Background: an optimization exercise with open tools, aiming at small area and a short achievable clock period. Do not read the settings as production practice.
At most, simulation tests tie the RTL to the original design; equivalence was not proved.
The flow treats the clock pin as an ideal source. Dropping or thinning the clock tree relies on that and would not hold on a real chip.
Power figures rest on the tool's default switching activity, not on a simulated workload.

Setup of run 1:
==> flow/design.v (excerpt) <==
module operator (
    input logic rst,
    input logic clk,
    input logic [31:0] reg_addr,
    input logic [31:0] reg_wr_data,
    input logic reg_wr,
    input logic [31:0] a,
    input logic [31:0] b,
    input logic [31:0] c,
    output logic [63:0] z
);
Size in the first run: ~590 cells after synthesis, roughly 150 flip-flops, ~230 I/O pins, about 6600 sq um of cells after synthesis.
Settings: LEC_CHECK=0, ABC_CLOCK_PERIOD_IN_PS=1000, CAP_MARGIN=20, CORE_MARGIN=2, CORE_UTILIZATION=60, CTS_BUF_LIST=sky130_fd_sc_hd__clkbuf_4 sky130_fd_sc_hd__clkbuf_8, CTS_CLUSTER_DIAMETER=60, CTS_CLUSTER_SIZE=30, SETUP_SLACK_MARGIN=3.7, SLEW_MARGIN=20; clock period 6.0 ns.
standard.sh (not shown) runs the stock make flow with config.mk's settings and CLKGATE_MAP_FILE= SYNTH_SCRIPT=/design/flow/synth_recipe.tcl, a recipe that flattens the netlist after the stock synthesis.
==> flow/flow/run.sh <==
#!/bin/bash
# Standard ORFS layout, except that:
#  - the port buffers are small plain buffers (buffer_ports otherwise picks a
#    large delay cell for every port);
#  - the clock tree is two levels: the clock port drives a root clock
#    buffer, which drives six leaf buffers, each driving the flip-flops of
#    one sixth of the core (manual_cts.tcl).
set -euo pipefail
W=$(pwd)
bash standard.sh synth > "$W/make_synth.log" 2>&1
export BUFFER_PORTS_ARGS="-buffer_cell sky130_fd_sc_hd__buf_1"
export PRE_CTS_TCL="$W/flow/manual_cts.tcl"
bash standard.sh > "$W/make_layout.log" 2>&1
==> flow/flow/manual_cts.tcl <==
# A two-level clock tree: the clock port drives one root clock buffer, which
# drives one leaf clock buffer per region of the core; each leaf drives the
# flip-flops of its region. The regions split the flip-flops into n_cols
# columns of equal count by x, and each column into n_rows rows by y.
proc manual_clock_tree {n_cols n_rows leaf_master root_master} {
  set block [ord::get_db_block]
  set net [$block findNet clk]
  set leaf_m [[ord::get_db] findMaster $leaf_master]
  set root_m [[ord::get_db] findMaster $root_master]
  set sinks {}
  foreach it [$net getITerms] {
    set bb [[$it getInst] getBBox]
    lappend sinks [list $it [expr {([$bb xMin] + [$bb xMax]) / 2}] [expr {([$bb yMin] + [$bb yMax]) / 2}]]
  }
  set n [llength $sinks]
  set by_x [lsort -integer -index 1 $sinks]
  set groups {}
  for {set c 0} {$c < $n_cols} {incr c} {
    set col [lsort -integer -index 2 [lrange $by_x [expr {$c * $n / $n_cols}] [expr {($c + 1) * $n / $n_cols - 1}]]]
    set m [llength $col]
    for {set r 0} {$r < $n_rows} {incr r} {
      lappend groups [lrange $col [expr {$r * $m / $n_rows}] [expr {($r + 1) * $m / $n_rows - 1}]]
    }
  }
  # the root buffer, between the port net and the leaves' net
  set root [odb::dbInst_create $block $root_m "clkbuf_root"]
  set trunk [odb::dbNet_create $block "clknet_root"]
  $trunk setSigType CLOCK
  [$root findITerm A] connect $net
  [$root findITerm X] connect $trunk
  set k 0
  set rx 0
  set ry 0
  foreach g $groups {
    set sx 0; set sy 0
    foreach s $g { incr sx [lindex $s 1]; incr sy [lindex $s 2] }
    set cx [expr {$sx / [llength $g]}]
    set cy [expr {$sy / [llength $g]}]
    incr rx $cx
    incr ry $cy
    set inst [odb::dbInst_create $block $leaf_m "clkbuf_leaf_$k"]
    $inst setLocation $cx $cy
    $inst setPlacementStatus PLACED
    set leaf [odb::dbNet_create $block "clknet_leaf_$k"]
    $leaf setSigType CLOCK
    foreach s $g {
      set it [lindex $s 0]
      $it disconnect
      $it connect $leaf
    }
    [$inst findITerm A] connect $trunk
    [$inst findITerm X] connect $leaf
    puts "clock leaf $k: [llength $g] sinks at ($cx, $cy)"
    incr k
  }
  $root setLocation [expr {$rx / $k}] [expr {$ry / $k}]
  $root setPlacementStatus PLACED
  $net setSigType CLOCK
}

# Used in place of TritonCTS: cts.tcl calls clock_tree_synthesis, then
# legalises the placement and repairs timing as usual.
rename clock_tree_synthesis tritoncts_clock_tree_synthesis
proc clock_tree_synthesis {args} {
  manual_clock_tree 3 2 sky130_fd_sc_hd__clkbuf_16 sky130_fd_sc_hd__clkbuf_16
  set_propagated_clock [all_clocks]
}
Run 1 | stages: all done | timing, DRC, antenna: all pass
> inputs changed (run 1 -> run 2)
Settings: CORE_UTILIZATION now 65, was 60.
-- flow/flow/run.sh --
<<< run 1, line 4
#    large delay cell for every port);
#  - the clock tree is two levels: the clock port drives a root clock
#    buffer, which drives six leaf buffers, each driving the flip-flops of
#    one sixth of the core (manual_cts.tcl).
set -euo pipefail
W=$(pwd)
>>> run 2, line 4
#    large delay cell for every port);
#  - the clock tree is two levels: the clock port drives a root clock
#    buffer, which drives five leaf buffers, each driving the flip-flops of
#    one fifth of the core (manual_cts.tcl).
set -euo pipefail
W=$(pwd)
-- flow/flow/manual_cts.tcl --
<<< run 1, line 63
rename clock_tree_synthesis tritoncts_clock_tree_synthesis
proc clock_tree_synthesis {args} {
  manual_clock_tree 3 2 sky130_fd_sc_hd__clkbuf_16 sky130_fd_sc_hd__clkbuf_16
  set_propagated_clock [all_clocks]
}
>>> run 2, line 63
rename clock_tree_synthesis tritoncts_clock_tree_synthesis
proc clock_tree_synthesis {args} {
  manual_clock_tree 5 1 sky130_fd_sc_hd__clkbuf_16 sky130_fd_sc_hd__clkbuf_16
  set_propagated_clock [all_clocks]
}
## What came out
Post-cts resize count: run 2 vs run 1 up 2
| part of the total power dissipated in the clock network | run 2 vs run 1 | 1.6 points lower |
Relative to run 1, total power density per cell area has decreased by 1.3% in run 2.
Taking run 1 as the reference, in run 2 fraction of synthesized cell area in xor and xnor cells barely changed, global-route usage climbed 1.1 points, first-pass GRT wire length climbed 2.4%, highest fanout seen on the critical path dropped 1.
Compared to run 1, run 2 has growth of design area from synthesis to finish 0.34 points lower.
Run 2 has proportion of power drawn by combinational gates above what run 1 had.
The area of the core region number comes out lower for run 2 vs run 1.
Relative to run 1, cell count along the critical path has increased by 3 in run 2.
#### Input delta (run 3 over run 2)
-- flow/flow/run.sh --
<<< run 2, line 4
#    large delay cell for every port);
#  - the clock tree is two levels: the clock port drives a root clock
#    buffer, which drives five leaf buffers, each driving the flip-flops of
#    one fifth of the core (manual_cts.tcl).
set -euo pipefail
W=$(pwd)
>>> run 3, line 4
#    large delay cell for every port);
#  - the clock tree is two levels: the clock port drives a root clock
#    buffer, which drives eight leaf buffers, each driving the flip-flops of
#    one eighth of the core (manual_cts.tcl).
set -euo pipefail
W=$(pwd)
-- flow/flow/manual_cts.tcl --
<<< run 2, line 63
rename clock_tree_synthesis tritoncts_clock_tree_synthesis
proc clock_tree_synthesis {args} {
  manual_clock_tree 5 1 sky130_fd_sc_hd__clkbuf_16 sky130_fd_sc_hd__clkbuf_16
  set_propagated_clock [all_clocks]
}
>>> run 3, line 63
rename clock_tree_synthesis tritoncts_clock_tree_synthesis
proc clock_tree_synthesis {args} {
  manual_clock_tree 4 2 sky130_fd_sc_hd__clkbuf_16 sky130_fd_sc_hd__clkbuf_16
  set_propagated_clock [all_clocks]
}
Results
- Looking at the reports, run 3 completed the entire flow and the layout it produced met the timing, DRC and antenna checks.
- Run 2 and run 3 ended up with roughly the same critical path arrival.
- Compared with run 2, run 3 shows clock share of power higher by 3.5 points.
- Via count of the first global-routing pass: run 3 higher than run 2
- From run 2 to run 3 the numbers moved as follows: ratio of routed vias to standard cells stayed essentially flat; routed metal-1 wire length rose by about 3%; simple-gate share of the synthesized area stayed essentially flat; non-filler instance count after layout rose by 3.
- STATUS wire length of the first global-routing pass: run 3 loses against run 2
- Design area of run 3 exceeds that of run 2 slightly.
- Combinational share of power on run 3 is down relative to run 2.
Inputs modified between run 3 and run 4:
Settings: setting SYNTH_HIERARCHICAL to 1 for the first time.
-- flow/flow/run.sh --
<<< run 3, line 4
#    large delay cell for every port);
#  - the clock tree is two levels: the clock port drives a root clock
#    buffer, which drives eight leaf buffers, each driving the flip-flops of
#    one eighth of the core (manual_cts.tcl).
set -euo pipefail
W=$(pwd)
>>> run 4, line 4
#    large delay cell for every port);
#  - the clock tree is two levels: the clock port drives a root clock
#    buffer, which drives six leaf buffers, each driving the flip-flops of
#    one sixth of the core (manual_cts.tcl).
set -euo pipefail
W=$(pwd)
-- flow/flow/manual_cts.tcl --
<<< run 3, line 63
rename clock_tree_synthesis tritoncts_clock_tree_synthesis
proc clock_tree_synthesis {args} {
  manual_clock_tree 4 2 sky130_fd_sc_hd__clkbuf_16 sky130_fd_sc_hd__clkbuf_16
  set_propagated_clock [all_clocks]
}
>>> run 4, line 63
rename clock_tree_synthesis tritoncts_clock_tree_synthesis
proc clock_tree_synthesis {args} {
  manual_clock_tree 3 2 sky130_fd_sc_hd__clkbuf_16 sky130_fd_sc_hd__clkbuf_16
  set_propagated_clock [all_clocks]
}
--- outcome ---
Looking at power share of the clock group across run 4 and run 3, the one that comes out higher is run 3. Run 4 ends up with a HPWL after detailed placement that is 8.3% higher than in run 3. The lower share of total power in sequential cells of run 4 and run 3 is in run 4. Worst-case headroom to the max-slew limit on run 4 is down relative to run 3. Compared with run 3, run 4 shows a higher final non-filler cell total. Row instance area at placement: run 4 higher / run 3 lower.
What run 5 does differently from run 4 at the input level:
Settings: SYNTH_HIERARCHICAL: 1 -> unset; CORE_UTILIZATION: 65 -> 70.
Notes after the runs:
- Timing, DRC, antenna: 0 failures across run 5 and run 4
- Against run 4, run 5 comes in 4.0 points higher on routing usage on met1.
- Run 5 vs run 4, tapcell count went down by 29.
- Looking at source of the critical timing path, the ical.nc1 result is from run 4; the ical.nb1 one comes from run 5.
- Run 5 vs run 4 — met2 demand-to-capacity share in global routing rose 11 points.
- Diff run 4 -> run 5 | timing-limited maximum frequency | decrease of about 1.8%
- Run 5: total power consumption of the routed design about 4.5% below run 4
- Run 5 gives more wire length per cell after detailed routing than run 4 did.
- Relative to run 4, hold slack has increased by 0.0031 ns in run 5.
- In the metrics for run 5 and run 4, the one carrying the lower first-pass GRT wire length is run 4.
- Compared with run 4, in run 5 wire length after detailed routing picked up an extra 2.9%, count of fill cells added during filler insertion lost 31%.
In every run of this note, the design's own scripts or RTL, not TritonCTS, make the clock network.

* * *

build 75:
operator, a different RTL version from the one above (not shown whole).
For scale: ~600 cells after synthesis, roughly 140 flip-flops, about 6600 µm² of cells after synthesis.
Settings: LEC_CHECK=0, CAP_MARGIN=20, CORE_MARGIN=2, CORE_UTILIZATION=40, SLEW_MARGIN=20; clock period 6.0 ns.
run.sh (not shown) runs the stock make flow with config.mk's settings and CLKGATE_MAP_FILE= SYNTH_SCRIPT=/design/flow/synth_recipe.tcl, a recipe that flattens the netlist after the stock synthesis.
Stock flow here: none of the scripts above is used.
Edits applied to the flow inputs when going from build 75 to build 66:
==> flow/flow/run.sh (new file) <==
#!/bin/bash
# Standard ORFS layout, except that the port buffers are small plain buffers
# (buffer_ports otherwise picks a large delay cell for every port).
set -euo pipefail
W=$(pwd)
bash standard.sh synth > "$W/make_synth.log" 2>&1
export BUFFER_PORTS_ARGS="-buffer_cell sky130_fd_sc_hd__buf_1"
bash standard.sh > "$W/make_layout.log" 2>&1
==> flow/standard.sh (new file) <==
#!/bin/bash
# synth_recipe.tcl (not shown) runs the flow's synth.tcl, then flattens the netlist and writes it again
# the make line also repeats each setting of config.mk as NAME=value (left out here)
make -C /OpenROAD-flow-scripts/flow DESIGN_CONFIG=/design/flow/config.mk WORK_HOME=/design/flow/orfs CLKGATE_MAP_FILE= SYNTH_SCRIPT=/design/flow/synth_recipe.tcl "${@:-finish}"
diff --git a/flow/config.mk b/flow/config.mk
--- a/flow/config.mk
+++ b/flow/config.mk
@@ -6,6 +6,11 @@
 export NUM_CORES = 4
 export LEC_CHECK = 0
+export ABC_CLOCK_PERIOD_IN_PS = 2000
 export CAP_MARGIN = 20
 export CORE_MARGIN = 2
-export CORE_UTILIZATION = 40
+export CORE_UTILIZATION = 60
+export CTS_BUF_LIST = sky130_fd_sc_hd__clkbuf_4 sky130_fd_sc_hd__clkbuf_8
+export CTS_CLUSTER_DIAMETER = 60
+export CTS_CLUSTER_SIZE = 30
+export SETUP_SLACK_MARGIN = 3.6
 export SLEW_MARGIN = 20
removed: flow/run.sh
--- outcome ---
- The instance count after placement with tap cells included reported for build 66 is smaller than that of build 75 by about 8%.
- Side by side, number of gates resized after cts turned out higher in build 66 than in build 75.
- Build 66 ended with less number of tap instances than build 75.
- Summary: with build 75 as the reference, leakage power summed over all cells in build 66 moved down by more than 10%.
- Build 66 vs build 75: final worst-path cycle share down in build 66
- Against build 75, build 66 reports a portion of the layout cell area used by clock cells that is lower.
- Build 66 vs build 75, instance count: build 66 lower
- Build 66 vs build 75: clock insertion delay at the later pin of the skew report up
- Wire: build 66 routes more than build 75
- Start-to-end type of the worst setup path: reg2out -> build 75, reg2reg -> build 66
- Comparing build 75 and build 66, number of nets in the final layout is lower on build 75.
- Total power, build 66 vs build 75: down by a few percent
Input changes introduced in build 34 (baseline for comparison: build 66):
==> flow/run.sh (new file) <==
#!/bin/bash
# synth_recipe.tcl (not shown) runs the flow's synth.tcl, then flattens the netlist and writes it again
# the make line also repeats each setting of config.mk as NAME=value (left out here)
make -C /OpenROAD-flow-scripts/flow DESIGN_CONFIG=/design/flow/config.mk WORK_HOME=/design/flow/orfs CLKGATE_MAP_FILE= SYNTH_SCRIPT=/design/flow/synth_recipe.tcl finish
diff --git a/flow/config.mk b/flow/config.mk
--- a/flow/config.mk
+++ b/flow/config.mk
@@ -10,7 +10,4 @@
 export CORE_MARGIN = 2
 export CORE_UTILIZATION = 60
-export CTS_BUF_LIST = sky130_fd_sc_hd__clkbuf_4 sky130_fd_sc_hd__clkbuf_8
-export CTS_CLUSTER_DIAMETER = 60
-export CTS_CLUSTER_SIZE = 30
 export SETUP_SLACK_MARGIN = 3.6
 export SLEW_MARGIN = 20
removed: flow/flow/run.sh
removed: flow/standard.sh
[summary]
- Build 34: full flow OK, the timing, DRC and antenna checks passed
- On synthesized cell count, build 34 and build 66 are basically level.
- Against build 66, build 34 comes in 0.55 points higher on area fraction of clock buffers and clock inverters.
- Remaining max-slew budget at the tightest pin down 2.2 points in build 34 wrt build 66
- Compared with build 66, build 34 shows count of cells resized by post-cts repair higher by 188.
- Number of nets in the final layout: build 66 vs build 34 — no meaningful difference
- Sequential power: build 66 vs build 34 — no meaningful difference
- Comparing build 34 and build 66, the lower clock period minus final worst setup slack was measured on build 66.
- Build 34 reports its worst setup path endpoint as z[46] while build 66 reports ical.x2[30].
- Against build 66, build 34 reports a cell depth of the worst setup path that is lower.
- Sequential share of layout area is higher on build 66
- Compared with build 66, build 34 shows highest clock frequency the design can meet that has gone down by a few percent.
## Diff of input files: build 79 against build 34
diff --git a/flow/config.mk b/flow/config.mk
--- a/flow/config.mk
+++ b/flow/config.mk
@@ -6,8 +6,7 @@
 export NUM_CORES = 4
 export LEC_CHECK = 0
-export ABC_CLOCK_PERIOD_IN_PS = 2000
 export CAP_MARGIN = 20
 export CORE_MARGIN = 2
-export CORE_UTILIZATION = 60
-export SETUP_SLACK_MARGIN = 3.6
+export CORE_UTILIZATION = 40
+export SETUP_SLACK_MARGIN = 4.0
 export SLEW_MARGIN = 20
==> run notes <==
Looking at the reports, build 79 completed the entire flow and the layout it produced met the timing, DRC and antenna checks. Fraction of area in multi-input gates is higher on build 79. Compared with build 34, in build 79 weighted congestion reported at the end of routability-driven placement now smaller, total power consumption of the routed design now larger.
## Diff of input files: build 96 against build 79
==> flow/flow/run.sh (new file) <==
#!/bin/bash
# Standard ORFS layout, except that the port buffers are small plain buffers
# (buffer_ports otherwise picks a large delay cell for every port).
set -euo pipefail
W=$(pwd)
bash standard.sh synth > "$W/make_synth.log" 2>&1
export DONT_BUFFER_PORTS=1
export PRE_GLOBAL_PLACE_TCL="$W/flow/port_buffers.tcl"
bash standard.sh > "$W/make_layout.log" 2>&1
==> flow/flow/port_buffers.tcl (new file) <==
# Buffer every input and output port, as the standard flow does, with plain buffers.
puts "Perform port buffering with plain buffers..."
buffer_ports -inputs -buffer_cell sky130_fd_sc_hd__buf_1
buffer_ports -outputs -buffer_cell sky130_fd_sc_hd__buf_2
==> flow/standard.sh (new file) <==
#!/bin/bash
# synth_recipe.tcl (not shown) runs the flow's synth.tcl, then flattens the netlist and writes it again
# the make line also repeats each setting of config.mk as NAME=value (left out here)
make -C /OpenROAD-flow-scripts/flow DESIGN_CONFIG=/design/flow/config.mk WORK_HOME=/design/flow/orfs CLKGATE_MAP_FILE= SYNTH_SCRIPT=/design/flow/synth_recipe.tcl "${@:-finish}"
diff --git a/flow/config.mk b/flow/config.mk
--- a/flow/config.mk
+++ b/flow/config.mk
@@ -6,7 +6,8 @@
 export NUM_CORES = 4
 export LEC_CHECK = 0
+export ABC_CLOCK_PERIOD_IN_PS = 2000
 export CAP_MARGIN = 20
 export CORE_MARGIN = 2
-export CORE_UTILIZATION = 40
-export SETUP_SLACK_MARGIN = 4.0
+export CORE_UTILIZATION = 60
+export SETUP_SLACK_MARGIN = 3.6
 export SLEW_MARGIN = 20
removed: flow/run.sh
### Flow results
- Build 96 has completed all stages; timing, DRC and antenna checks passed.
- Cell count on build 96 is down relative to build 79.
- Sort build 96 and build 79 by total vias in the final route, descending, and build 79 comes first.
- The sequential share of layout area of build 96 exceeds that of build 79 by 11 points.
- Taking build 79 as the reference, in build 96 via count of the first global-routing pass decreased about 22%; routed wire length down about 15%; count of buffers added by post-CTS timing repair for setup lower; smallest setup slack after layout down 0.28 ns; share of final layout cell area taken by clock buffers and inverters now larger.
- Build 96: wire length the detailed router placed on met1 lower than build 79
- Global routing usage on met2 is higher on build 96
No functional check of the RTL was part of any run of this note.

separate check: timing with driven ports:
The flow's constraints put no driver on any port. The routed layouts listed below were extracted and timed again, unchanged, in two steps.
Step 1, drivers: a clkbuf_16 drives clk and a buf_2 each remaining input, both assumed.
Step 2 times the ports against the registers' clock, not the clock port: input delays grow and output delays shrink by t, the midpoint of the rising clock arrivals with the driver on.
Three values: ideal, step 1, step 2; two values: the first two.
| run | t (ns) | slack for setup (ns) | slew at the worst register clock pin (ns) |
|---|---|---|---|
| run 1 | 0.388 | 3.779 / 3.779 / 3.570 | 0.09 / 0.09 |
| run 2 | 0.370 | 3.803 / 3.803 / 3.586 | 0.11 / 0.11 |
| run 3 | 0.398 | 3.783 / 3.783 / 3.575 | 0.08 / 0.08 |
| run 4 | 0.386 | 3.791 / 3.791 / 3.656 | 0.09 / 0.09 |
| run 5 | 0.384 | 3.750 / 3.750 / 3.547 | 0.09 / 0.09 |
| build 75 | 0.446 | 2.884 / 2.847 / 2.895 | 0.06 / 0.06 |
| build 66 | 0.468 | 3.612 / 3.612 / 3.188 | 0.08 / 0.08 |
| build 34 | 0.552 | 3.554 / 3.519 / 3.127 | 0.06 / 0.06 |
| build 79 | 0.450 | 3.604 / 3.562 / 3.311 | 0.06 / 0.06 |
| build 96 | 0.565 | 3.328 / 3.293 / 3.184 | 0.06 / 0.06 |
After both steps setup and hold are still met in every run listed. The setup slack of build 34, which loses most, moves by -0.035 ns with the drivers and by -0.427 ns with both steps.
